Source: an optimization exercise on an open RTL-to-GDS flow (aim: small area and a short achievable clock period). Production flows keep margins and buffers that such runs may drop. Where RTL was checked, it was by simulation tests only, not by an equivalence proof against the original. No activity file was given, so power comes from the tool's default toggle rates.

run A:
## processor
module processor(clock,reset,imem_addr,imem_data,wb_en,wb_addr,wb_data,flags);
export LEC_CHECK = 0
export ABC_CLOCK_PERIOD_IN_PS = 5000
export CAP_MARGIN = 20
export CORE_MARGIN = 2
export CORE_UTILIZATION = 35
export CTS_BUF_LIST = sky130_fd_sc_hd__clkbuf_8
export CTS_CLUSTER_DIAMETER = 60
export CTS_CLUSTER_SIZE = 16
export SLEW_MARGIN = 20
create_clock -name core_clock -period 11.0 [get_ports {clock}]
standard.sh (not shown) runs the stock make flow with config.mk's settings and CLKGATE_MAP_FILE= SYNTH_SCRIPT=/design/flow/synth_recipe.tcl, a recipe that flattens the netlist after the stock synthesis.
==> flow/flow/run.sh <==
#!/bin/bash
set -e
export SETUP_SLACK_MARGIN=6.0
bash standard.sh > standard.log 2>&1
diff inputs: run A => run B
==> flow/flow/run.sh <==
#!/bin/bash
set -e
export SETUP_SLACK_MARGIN=5.5
export BUFFER_PORTS_ARGS="-buffer_cell sky130_fd_sc_hd__buf_4"
bash standard.sh > standard.log 2>&1
==> comparison <==
- Run B: all stages complete, timing, DRC and antenna checks passed
- Wire length, run B and run A, higher one = run B.
- [compare] base=run A new=run B: design area fell 2.5%; DRC marker count from the first detailed-route iteration went up by 249; wire length of the first global-routing pass now sits higher.
### run B -> run C
==> flow/flow/run.sh <==
#!/bin/bash
set -e
export SETUP_SLACK_MARGIN=5.5
export BUFFER_PORTS_ARGS="-buffer_cell sky130_fd_sc_hd__buf_2"
bash standard.sh > standard.log 2>&1
- In run C, worst setup slack before clock tree synthesis is lower than in run B.
- In the metrics for run B and run C, the one carrying the lower peak clock frequency supported by timing is run B.
- Against run B as the reference, run C delivers a higher combined area of the multi-input logic cells.
- Looking at maximum fanout along the worst path, run C sits 1 above run B.
- Taking run B as the reference, in run C worst hold-check slack ~0 delta, switching portion of total power +0.49 points.
- Per the comparison of run C with run B, final critical path time including I/O delays and setup went down 66 ps, final core utilization saw an increase.
- The lower overall fraction of global-route tracks in use of run B and run C is in run B.
The inputs of run D differ from those of run C as listed below.
Settings: changing CORE_UTILIZATION from 35 to 50.
==> flow/flow/run.sh <==
#!/bin/bash
set -e
export SETUP_SLACK_MARGIN=5.5
bash standard.sh > standard.log 2>&1
[summary]
Compared with run C, run D shows a data-path buffer share of cell area in the final layout that is 1.0 points higher.
Run C → run D: sequential power about even; number of gates resized after CTS rose 12.
Utilization | run D above run C
The vias after detailed routing of run D was superior to that of run C.
Diff run C -> run D | routed wire length | down by a few percent
Clock tree skew after final layout sits lower in run D than in run C.
Note that the horizontal die dimension recorded for run C amounts to 1.19 times the value seen in run D.
A cell type of the slowest stage on the worst timing path of a2111oi_4 is what run D shows, while dfrtp_4 belongs to run C.
Taking run C as the reference, in run D starting density of the core now sits higher, worst supply voltage drop on vdd saw an increase.

alpha:
Starting RTL as in the previous note.
clock: 11.0 ns
lec_check: 0
abc_clock_period_in_ps: 5000
cap_margin: 20
core_margin: 2
core_utilization: 35
cts_buf_list: sky130_fd_sc_hd__clkbuf_8
cts_cluster_diameter: 60
cts_cluster_size: 16
gpl_timing_driven: 0
setup_slack_margin: 5
slew_margin: 20
run.sh (not shown) runs the stock make flow with config.mk's settings and CLKGATE_MAP_FILE= SYNTH_SCRIPT=/design/flow/synth_recipe.tcl, a recipe that flattens the netlist after the stock synthesis.
Stock flow here: none of the scripts above is used.
What beta does differently from alpha at the input level:
- removing GPL_TIMING_DRIVEN (formerly 0)
Notes after the runs:
Post-cts resize count was higher in the run labelled alpha. Between alpha and beta, the power in the clock group does not differ in any meaningful way. The number of routed nets with antenna violations of beta and that of alpha are within noise of each other. Summary — maximum frequency, beta relative to alpha: lower, by 0.74%.

## lane 1
processor, a different RTL version from the one above (not shown whole).
Size in the first run: about 430 flip-flops, ~50 I/O pins.
clock: 11.0 ns
lec_check: 0
abc_clock_period_in_ps: 5000
cap_margin: 20
core_margin: 2
core_utilization: 35
cts_buf_list: sky130_fd_sc_hd__clkbuf_8
cts_cluster_diameter: 60
cts_cluster_size: 16
setup_slack_margin: 5
slew_margin: 20
Lane 1 went all the way through synthesis, placement and routing and the layout is clean on timing, DRC and antenna.
What lane 5 does differently from lane 1 at the input level:
Settings: CTS_CLUSTER_SIZE now 25, was 16; CTS_CLUSTER_DIAMETER now 80, was 60; CTS_BUF_LIST now sky130_fd_sc_hd__clkbuf_8 sky130_fd_sc_hd__clkbuf_16, was sky130_fd_sc_hd__clkbuf_8.
## What came out
- Compared to lane 1, the routing of lane 5 uses less wire.
- Cells: lane 5 has fewer instances than lane 1
- Lane 5 and lane 1 ended up with nearly the same multi-input gate share of the layout cell area.
- On final total power, lane 5 and lane 1 are neck and neck.
- Diff lane 1 -> lane 5: shortest clock period the worst path allows after layout increased by 0.025 ns relative to the old numbers; power per standard cell area increased by 0.60% relative to the old numbers.
No functional check of the RTL was part of any run of this note.

re-timing with driven ports:
The flow's constraints put no driver on any port. The routed layouts listed below were extracted and timed again, unchanged, in two steps.
Step 1 assumes that a clkbuf_16 drives the clock port and a buf_2 every other input.
Step 2 also shifts input and output timing later by t, the mid clock arrival at the registers, as if the neighbouring blocks saw the same clock.
Slacks: ideal ports / drivers / drivers and shift; pairs: ideal ports / drivers.
run | shift t [ns] | setup slack, ns | worst setup path at the end | pins driven straight from the clock port
run A | 0.737 | 5.442 / 5.378 / 5.457 | input to register | 1
run B | 0.718 | 5.299 / 5.241 / 5.002 | input to register | 1
run C | 0.736 | 5.365 / 5.302 / 4.975 | input to register | 1
run D | 0.701 | 5.341 / 5.284 / 4.860 | input to register | 1
alpha | 0.738 | 5.036 / 4.972 / 4.364 | input to register | 1
beta | 0.718 | 4.992 / 4.929 / 4.580 | input to register | 1
lane 1 | 0.733 | 4.954 / 4.893 / 4.597 | input to register | 1
lane 5 | 0.674 | 4.929 / 4.865 / 4.674 | input to register | 1
After both steps setup and hold are still met in every run listed. For alpha, which loses most, drivers alone change the setup slack by -0.064 ns; drivers and shift together by -0.672 ns.
